Background: an optimization exercise with open tools, aiming at small area, a short achievable clock period and few clock cycles. Do not read the settings as production practice.
Only simulation tests tie the RTL to the original design; equivalence was not proved.
Power and IR drop assume default switching activity.

== maple ==
// cpu
module cpu(clk,reset,read_data,out,N,V,Z,mem_cmd,mem_addr);
export LEC_CHECK = 0
export ABC_AREA = 1
export CAP_MARGIN = 20
export CORE_MARGIN = 2
export CORE_UTILIZATION = 55
export PLACE_DENSITY = 0.65
export SETUP_SLACK_MARGIN = 3.5
export SLEW_MARGIN = 20
create_clock -name core_clock -period 6.0 [get_ports {clk}]
run.sh (not shown) runs the stock make flow with config.mk's settings and CLKGATE_MAP_FILE= SYNTH_SCRIPT=/design/flow/synth_recipe.tcl, a recipe that flattens the netlist after the stock synthesis.
maple closes out successfully: all stages finished, all timing, DRC and antenna checks passed.
Testbench counts of maple, summed over its fixed seeds: cycles 13,053.
## Diff of input files: quartz against maple
Settings: CTS_CLUSTER_DIAMETER: unset -> 100; CTS_CLUSTER_SIZE: unset -> 25; SETUP_SLACK_MARGIN: 3.5 -> 3.2.
--- outcome ---
- Result for maple and quartz: all clean
- quartz against maple: final core area utilization saw a decrease, setup clock skew after layout saw an increase, final instance area saw a decrease, highest achievable clock rate saw a decrease, data required time of the worst path saw a decrease.
- Run comparison: maple slowest cell on the critical path sky130_fd_sc_hd__buf_12; quartz slowest cell on the critical path sky130_fd_sc_hd__nor3_1
- Global-route usage over all layers ended up 2.3 points lower on quartz than on maple.
The inputs of nickel differ from those of quartz as listed below.
Settings: changing CORE_UTILIZATION from 55 to 45; changing PLACE_DENSITY from 0.65 to 0.6; removing CTS_CLUSTER_SIZE (formerly 25); removing CTS_CLUSTER_DIAMETER (formerly 100); changing SETUP_SLACK_MARGIN from 3.2 to 3.5.
## What came out
Comparing quartz and nickel, the lower sequential group share of total power was measured on nickel.
Number of non-clock inverters in the layout: nickel > quartz
Die size: nickel exceeds quartz
The last element of the critical path comes out b[8] in one run and b[14] in the other, namely in nickel and quartz respectively.
nickel went all the way through synthesis, placement and routing and the layout is clean on timing, DRC and antenna.
Edits applied to the flow inputs when going from nickel to garnet:
Settings: swapping 3.5 for 3.3 in SETUP_SLACK_MARGIN; putting TNS_END_PERCENT at 30 where nothing was set; swapping 0.6 for 0.65 in PLACE_DENSITY; putting CTS_CLUSTER_DIAMETER at 100 where nothing was set; swapping 45 for 55 in CORE_UTILIZATION; putting CTS_CLUSTER_SIZE at 25 where nothing was set.
[summary]
On pre-CTS worst setup slack, the higher figure sits with garnet, not nickel.
Compared with nickel, in garnet worst-case headroom to the max-slew limit saw an increase; number of sequential storage elements saw little to no change; number of placed instances with taps included saw a decrease; core utilization saw an increase; clock network latency to the later pin of the worst-skew pair saw a decrease.
Summary of garnet over nickel: total number of cells along the worst setup path now smaller, clock group share of total power moved down, met3 track utilization from global routing now smaller.
Power: garnet draws less than nickel
b[2] as the end of the critical path was reported by garnet, and b[8] by nickel.
Register bit count reported by yosys came out exactly the same in nickel and garnet.

* * *

cpu, a different RTL version from the one above (not shown whole).
Size in the first run: roughly 1600 cells after synthesis, about 240 flip-flops, about 48 I/O pins, about 13000 sq um of cells after synthesis.
make LEC_CHECK=0 ABC_AREA=1 CAP_MARGIN=20 CORE_MARGIN=2 CORE_UTILIZATION=55 CTS_CLUSTER_DIAMETER=100 CTS_CLUSTER_SIZE=25 PLACE_DENSITY=0.65 SETUP_SLACK_MARGIN=3.1 SLEW_MARGIN=20 finish   # period 6.0 ns
The baseline went through all stages and came out clean.
Testbench counts at the start, summed over its fixed seeds: cycles 13,053.
Change:
Settings changed: SETUP_SLACK_MARGIN 3.1 to 3.2.
Effect: The changed run completed without violations; wire length stays flat; flip-flop and latch count is unchanged; worst setup slack improved by 0.13 ns; clock-buffer cell count does not change; sequential power hardly moves.
Change:
Settings changed: CTS_CLUSTER_DIAMETER 100 to not set, CTS_CLUSTER_SIZE 25 to not set, SETUP_SLACK_MARGIN 3.2 to 3.5.
Result: First-iteration DRC count fell by 3.2%. Worst setup slack gets better by 0.092 ns. Total power rose by about 20%. Die area stays the same. Cell area is higher by about 10%. Hold slack gets better by 0.014 ns. Clock power came out higher by about 60%. Synthesized area stays the same.

* * *

== run 1 ==
cpu again, from the RTL that the note above started with.
clock: 6.0 ns
lec_check: 0
abc_area: 1
cap_margin: 20
core_margin: 2
core_utilization: 55
cts_cluster_diameter: 100
cts_cluster_size: 25
place_density: 0.65
setup_slack_margin: 3.5
slew_margin: 20
Run 1: flow completed, timing, DRC and antenna clean
Testbench counts of run 1, summed over its fixed seeds: cycles 13,053.
Changes in run 2 relative to run 1:
- PLACE_DENSITY: 0.65 -> 0.62
- CORE_UTILIZATION: 55 -> 50
- SETUP_SLACK_MARGIN: 3.5 -> 3.25
- Relative to run 1, the clock power of run 2 is higher by about 3.2%.
- Run 1 → run 2: setup slack down 0.13 ns, number of vias in the routed layout went down by 554, post-route total power lower, clock skew fell 0.010 ns, clock share of power has increased.
- Going from run 1 to run 2, global-route usage over all layers saw a decrease, buffers plus inverters on the worst setup path saw a decrease.
For run 3, these inputs were changed with respect to run 2:
- CTS_CLUSTER_DIAMETER no longer set, was 100
- SETUP_SLACK_MARGIN now 3.5, was 3.25
- CTS_CLUSTER_SIZE no longer set, was 25
- PLACE_DENSITY now 0.75, was 0.62
- CORE_UTILIZATION now 65, was 50
### Flow results
In summary, run 3 completed successfully, with a layout that passed the timing, design-rule and antenna checks.
Delta (run 3 minus run 2): clock skew -0.011 ns, post-place setup slack +0.47 ns, final hold slack +0.032 ns, total number of vias +15%.
Post-route standard cell area excluding fillers was higher in the run labelled run 3.
Run 2 → run 3: wire length increased by 18% relative to the old numbers, post-synthesis simple-gate area fraction closely matched the old numbers, instance count on the critical path increased by 1 relative to the old numbers.
Multi-input gate share of total cell area | run 3 above run 2

what the ideal ports hide:
No port has a modelled driver above. Below, the same layouts with a new extraction and two added sets of constraints.
Step 1 (the two cells are an assumption about what drives the block):
set clk [get_ports {clk}]
set_driving_cell -lib_cell sky130_fd_sc_hd__clkbuf_16 $clk
set_driving_cell -lib_cell sky130_fd_sc_hd__buf_2 [delete_from_list [all_inputs] $clk]
Step 2 moves the port delays by t, midway between the first and last clock arrival at a register: inputs arrive t later, outputs are due t later. That takes back most of the time a late clock gives input paths.
Slacks: ideal ports / drivers / drivers and shift; pairs: ideal ports / drivers.
| run | shift t [ns] | setup WS [ns] | pins driven straight from the clock port |
|---|---|---|---|
| maple | 0.598 | 3.280 / 3.293 / 2.695 | 1 |
| quartz | 0.534 | 3.212 / 3.217 / 2.684 | 1 |
| nickel | 0.607 | 3.273 / 3.283 / 2.675 | 1 |
| garnet | 0.530 | 3.220 / 3.228 / 2.699 | 1 |
| the first run of note 2 | 0.532 | 3.102 / 3.120 / 2.588 | 1 |
| the second run of note 2 | 0.530 | 3.229 / 3.235 / 2.705 | 1 |
| the third run of note 2 | 0.584 | 3.321 / 3.305 / 2.721 | 1 |
| run 1 | 0.546 | 3.256 / 3.249 / 2.702 | 1 |
| run 2 | 0.539 | 3.130 / 3.138 / 2.599 | 1 |
| run 3 | 0.571 | 3.034 / 3.038 / 2.467 | 1 |
After both steps every run listed still meets setup and hold. The setup slack of the third run of note 2, which loses most, moves by -0.016 ns with the drivers and by -0.600 ns with both steps.
